From an optimization exercise on the open Yosys and OpenROAD flow, aimed at small area, a short achievable clock period and few clock cycles per item; shortcuts taken in it are not production practice. The RTL was checked by simulation tests, not by an equivalence proof against the original design.

## EC_TOP
module EC_TOP(
    clk, rst_n, in_valid,
    in_Px, in_Py, in_Qx, in_Qy, in_prime, in_a,
    out_valid, out_Rx, out_Ry
);
Size in the first run: ~63 flip-flops, about 52 I/O pins, roughly 12000 µm² of cells after synthesis.
==> module EC_TOP, before the edit <==
module EC_TOP(
    clk, rst_n, in_valid,
    in_Px, in_Py, in_Qx, in_Qy, in_prime, in_a,
    out_valid, out_Rx, out_Ry
);
    input clk, rst_n, in_valid;
    input [6-1:0] in_Px, in_Py, in_Qx, in_Qy, in_prime, in_a;
    output reg out_valid;
    output reg [6-1:0] out_Rx, out_Ry;
    reg c1, c2, c3, c4;
    always @(posedge clk or negedge rst_n) begin
        if (!rst_n) begin
            c1 <= 1'b0; c2 <= 1'b0; c3 <= 1'b0; c4 <= 1'b0; out_valid <= 1'b0;
        end else begin
            c1 <= in_valid;
            c2 <= c1;
            c3 <= c2;
            c4 <= c3;
            out_valid <= c4;
        end
    end
    wire      in_dbl = (in_Px == in_Qx);
    reg [5:0] p, px, qx, npy;
    always @(posedge clk) begin
        if (in_valid) begin
            p   <= in_prime;
            px  <= in_Px;
            qx  <= in_Qx;
            npy <= in_prime - in_Py;
        end
    end
    reg [5:0] cq;                
    reg       dbl, cadd;         
    always @(posedge clk) begin
        cq   <= !in_valid ? 6'd0 : in_dbl ? in_a : in_Qy;
        dbl  <= in_dbl;
        cadd <= in_valid & !in_dbl;
    end
    wire [7:0] d    = dbl ? ({2'b0, p} - {1'b0, npy, 1'b0}) : ({2'b0, qx} - {2'b0, px});
    wire       dneg = d[7];
    wire [5:0] dabs = dneg ? (6'd0 - d[5:0]) : d[5:0];
    wire [6:0] dcmp = {1'b0, p} - {dabs, 1'b0};         
    wire       fold = dcmp[6];
    wire [5:0] xh   = fold ? (p - dabs) : dabs;
    wire [5:0] jh;
    INV_IP u_inv (.p(p), .x(xh[4:0]), .y(jh));
    wire [5:0] jv   = (dneg ^ fold) ? (p - jh) : jh;
    reg  [7:0] ra;               
    reg  [5:0] rb;               
    wire [7:0] k3a = {1'b0, p, 1'b0};
    wire [7:0] k3b = {2'b11, ~px};
    wire [7:0] k3c = {2'b11, ~qx};
    wire [7:0] k3s;
    EC_RCA #(8) u_k3 (.a(k3a ^ k3b ^ k3c), .b({((k3a & k3b) | (k3a & k3c) | (k3b & k3c)), 1'b0}),
                      .ci(1'b1), .s(k3s));
    wire [6:0] k3  = k3s[6:0] + 7'd1;
    wire [7:0] k4  = {2'b0, npy} + (yq[6] ? ra : 8'd0);    
    wire [7:0] mk  = c3 ? {1'b0, k3} : c4 ? k4 : 8'd0;
    wire [7:0] ya  = {2'b0, px};
    wire [7:0] yb  = {2'b0, p};
    wire [7:0] yc  = {2'b11, ~out_Rx};
    wire [7:0] yq;
    EC_RCA #(8) u_yq (.a(ya ^ yb ^ yc), .b({((ya & yb) | (ya & yc) | (yb & yc)), 1'b0}),
                      .ci(1'b1), .s(yq));
    wire [5:0] my  = c4 ? {yq[5:1], ~(px[0] ^ out_Rx[0])} : rb;
    wire [8:0] sa [0:6];
    wire [8:0] sb [0:6];
    assign sa[0] = {3'b0, cq};
    assign sb[0] = {3'b0, cadd ? npy : 6'd0};
    genvar i;
    generate
        for (i = 0; i < 6; i = i + 1) begin : it
            wire [8:0] v3 = my[i] ? {1'b0, ra} : 9'd0;
            wire       m  = sa[i][0] ^ sb[i][0] ^ v3[0];
            wire [8:0] v4 = m ? {3'b0, p} : 9'd0;
            wire [8:0] s1 = sa[i] ^ sb[i] ^ v3;
            wire [8:0] k1 = (sa[i] & sb[i]) | (sa[i] & v3) | (sb[i] & v3);
            wire [8:0] c1s = {k1[7:0], 1'b0};
            wire [8:0] s2 = s1 ^ c1s ^ v4;
            wire [8:0] k2 = (s1 & c1s) | (s1 & v4) | (c1s & v4);
            assign sa[i+1] = {1'b0, s2[8:1]};
            assign sb[i+1] = k2;
        end
    endgenerate
    wire [9:0] ua  = {1'b0, sa[6]};
    wire [9:0] ub  = {1'b0, sb[6]};
    wire [9:0] uk  = {2'b0, mk};
    wire [9:0] np1, np3;                                    
    EC_RCA #(10) u_np1 (.a(~{4'b0, p}), .b(10'd0), .ci(1'b1), .s(np1));
    EC_RCA #(10) u_np3 (.a(np1), .b({np1[8:0], 1'b0}), .ci(1'b0), .s(np3));
    wire [9:0] np2 = {np1[8:0], 1'b0};
    wire [9:0] a1  = ua ^ ub ^ uk;
    wire [9:0] b1  = {((ua & ub) | (ua & uk) | (ub & uk)), 1'b0};
    wire [9:0] r0  = a1 + b1;
    wire [9:0] r1  = (a1 ^ b1 ^ np1) + {((a1 & b1) | (a1 & np1) | (b1 & np1)), 1'b0};
    wire [9:0] r2  = (a1 ^ b1 ^ np2) + {((a1 & b1) | (a1 & np2) | (b1 & np2)), 1'b0};
    wire [9:0] r3  = (a1 ^ b1 ^ np3) + {((a1 & b1) | (a1 & np3) | (b1 & np3)), 1'b0};
    wire [5:0] res = !r3[9] ? r3[5:0] : !r2[9] ? r2[5:0] : !r1[9] ? r1[5:0] : r0[5:0];
    wire [6:0] e1 = {1'b0, ra[5:0]};
    wire [7:0] g1 = {e1, 1'b0} - {2'b0, p};
    wire [5:0] f1 = g1[7] ? {e1[4:0], 1'b0} : g1[5:0];
    wire [7:0] g2 = {1'b0, f1, 1'b0} - {2'b0, p};
    wire [5:0] f2 = g2[7] ? {f1[4:0], 1'b0} : g2[5:0];
    wire [7:0] g3 = {1'b0, f2, 1'b0} - {2'b0, p};
    wire [5:0] f3 = g3[7] ? {f2[4:0], 1'b0} : g3[5:0];
    wire [7:0] ra_o = in_valid ? ({2'b0, in_Px} + {1'b0, in_Px, 1'b0}) : {2'b0, f3};
    wire [5:0] rb_o = in_valid ? (in_dbl ? in_Px : 6'd0) : jv;
    always @(posedge clk) begin
        ra <= (c1 | c2) ? {2'b0, res} : ra_o;
        rb <= c2 ? res : rb_o;
        out_Ry <= res;
        if (c3) out_Rx <= res;
    end
endmodule
Settings: LEC_CHECK=0, ABC_AREA=1, CAP_MARGIN=20, CORE_MARGIN=2, CORE_UTILIZATION=40, SLEW_MARGIN=20, SETUP_SLACK_MARGIN=32.8, BUFFER_PORTS_ARGS=-buffer_cell sky130_fd_sc_hd__buf_1; clock period 44.0 ns.
standard.sh (not shown) runs the stock make flow with config.mk's settings and CLKGATE_MAP_FILE= SYNTH_SCRIPT=/design/flow/synth_recipe.tcl, a recipe that flattens the netlist after the stock synthesis.
==> flow/flow/run.sh <==
#!/bin/bash
set -euo pipefail
TARGET_NS=$(cat flow/target_ns)
MARGIN=$(python3 -c "print(round(${FLOW_PERIOD_NS} - ${TARGET_NS}, 3))")
echo "export SETUP_SLACK_MARGIN = ${MARGIN}" >> config.mk
echo "export BUFFER_PORTS_ARGS = -buffer_cell sky130_fd_sc_hd__buf_1" >> config.mk
bash standard.sh > standard_make.log 2>&1
==> flow/flow/target_ns <==
11.2
The starting point ran to the end with no violations.
Testbench counts at the start, summed over its fixed seeds: cycles 95,992, items 16,000.
==> next run, changes <==
--- a/flow/design.v
+++ b/flow/design.v
@@ -1101,22 +1101,22 @@
             assign sa[i+1] = {1'b0, s2[8:1]};
             assign sb[i+1] = k2;
         end
     endgenerate
-    wire [9:0] ua  = {1'b0, sa[6]};
-    wire [9:0] ub  = {1'b0, sb[6]};
-    wire [9:0] uk  = {2'b0, mk};
-    wire [9:0] np1, np3;                                    
-    EC_RCA #(10) u_np1 (.a(~{4'b0, p}), .b(10'd0), .ci(1'b1), .s(np1));
-    EC_RCA #(10) u_np3 (.a(np1), .b({np1[8:0], 1'b0}), .ci(1'b0), .s(np3));
-    wire [9:0] np2 = {np1[8:0], 1'b0};
-    wire [9:0] a1  = ua ^ ub ^ uk;
-    wire [9:0] b1  = {((ua & ub) | (ua & uk) | (ub & uk)), 1'b0};
-    wire [9:0] r0  = a1 + b1;
-    wire [9:0] r1  = (a1 ^ b1 ^ np1) + {((a1 & b1) | (a1 & np1) | (b1 & np1)), 1'b0};
-    wire [9:0] r2  = (a1 ^ b1 ^ np2) + {((a1 & b1) | (a1 & np2) | (b1 & np2)), 1'b0};
-    wire [9:0] r3  = (a1 ^ b1 ^ np3) + {((a1 & b1) | (a1 & np3) | (b1 & np3)), 1'b0};
-    wire [5:0] res = !r3[9] ? r3[5:0] : !r2[9] ? r2[5:0] : !r1[9] ? r1[5:0] : r0[5:0];
+    wire [8:0] ua  = sa[6];
+    wire [8:0] ub  = sb[6];
+    wire [8:0] uk  = {1'b0, mk};
+    wire [8:0] np1, np3;                                    
+    EC_RCA #(9) u_np1 (.a(~{3'b0, p}), .b(9'd0), .ci(1'b1), .s(np1));
+    EC_RCA #(9) u_np3 (.a(np1), .b({np1[7:0], 1'b0}), .ci(1'b0), .s(np3));
+    wire [8:0] np2 = {np1[7:0], 1'b0};
+    wire [8:0] a1  = ua ^ ub ^ uk;
+    wire [8:0] b1  = {((ua[7:0] & ub[7:0]) | (ua[7:0] & uk[7:0]) | (ub[7:0] & uk[7:0])), 1'b0};
+    wire [8:0] r0  = a1 + b1;
+    wire [8:0] r1  = (a1 ^ b1 ^ np1) + {((a1[7:0] & b1[7:0]) | (a1[7:0] & np1[7:0]) | (b1[7:0] & np1[7:0])), 1'b0};
+    wire [8:0] r2  = (a1 ^ b1 ^ np2) + {((a1[7:0] & b1[7:0]) | (a1[7:0] & np2[7:0]) | (b1[7:0] & np2[7:0])), 1'b0};
+    wire [8:0] r3  = (a1 ^ b1 ^ np3) + {((a1[7:0] & b1[7:0]) | (a1[7:0] & np3[7:0]) | (b1[7:0] & np3[7:0])), 1'b0};
+    wire [5:0] res = !r3[8] ? r3[5:0] : !r2[8] ? r2[5:0] : !r1[8] ? r1[5:0] : r0[5:0];
     wire [6:0] e1 = {1'b0, ra[5:0]};
     wire [7:0] g1 = {e1, 1'b0} - {2'b0, p};
     wire [5:0] f1 = g1[7] ? {e1[4:0], 1'b0} : g1[5:0];
     wire [7:0] g2 = {1'b0, f1, 1'b0} - {2'b0, p};
After rerunning: Area after synthesis falls slightly. Routed wire length falls slightly. Worst setup slack degrades by 220 ps. Non-clock buffer count fell by 4. Register-to-register slack is worse by 220 ps. Via count increases slightly. Worst hold slack gets better by 4.8 ps. Final cell count hardly moves. Utilization came out lower by 0.37 points. Fmax decreases slightly. Synthesized cell count rose slightly.
Testbench counts after the change, summed over its fixed seeds: cycles 95,992, items 16,000.

## afterwards: timing with drivers on the ports
No port has a modelled driver above. Below, the same layouts with a new extraction and two added sets of constraints. Step 1: set_driving_cell puts a clkbuf_16 on clk and a buf_2 on each other input, an assumption about the parent block. Step 2 moves the port delays by t, midway between the first and last clock arrival at a register: inputs arrive t later, outputs are due t later. That takes back most of the time a late clock gives input paths. Slacks: ideal / step 1 / step 2; pairs: ideal / step 1.
run	shift t [ns]	setup WS [ns]	hold slack, ns	worst slew at a driven data input, ns
the first run	0.382	32.879 / 32.879 / 32.879	0.373 / 0.373 / 0.373	0.06
the second run	0.382	32.662 / 32.662 / 32.662	0.378 / 0.378 / 0.378	0.05
After both steps setup and hold are still met in every run listed.
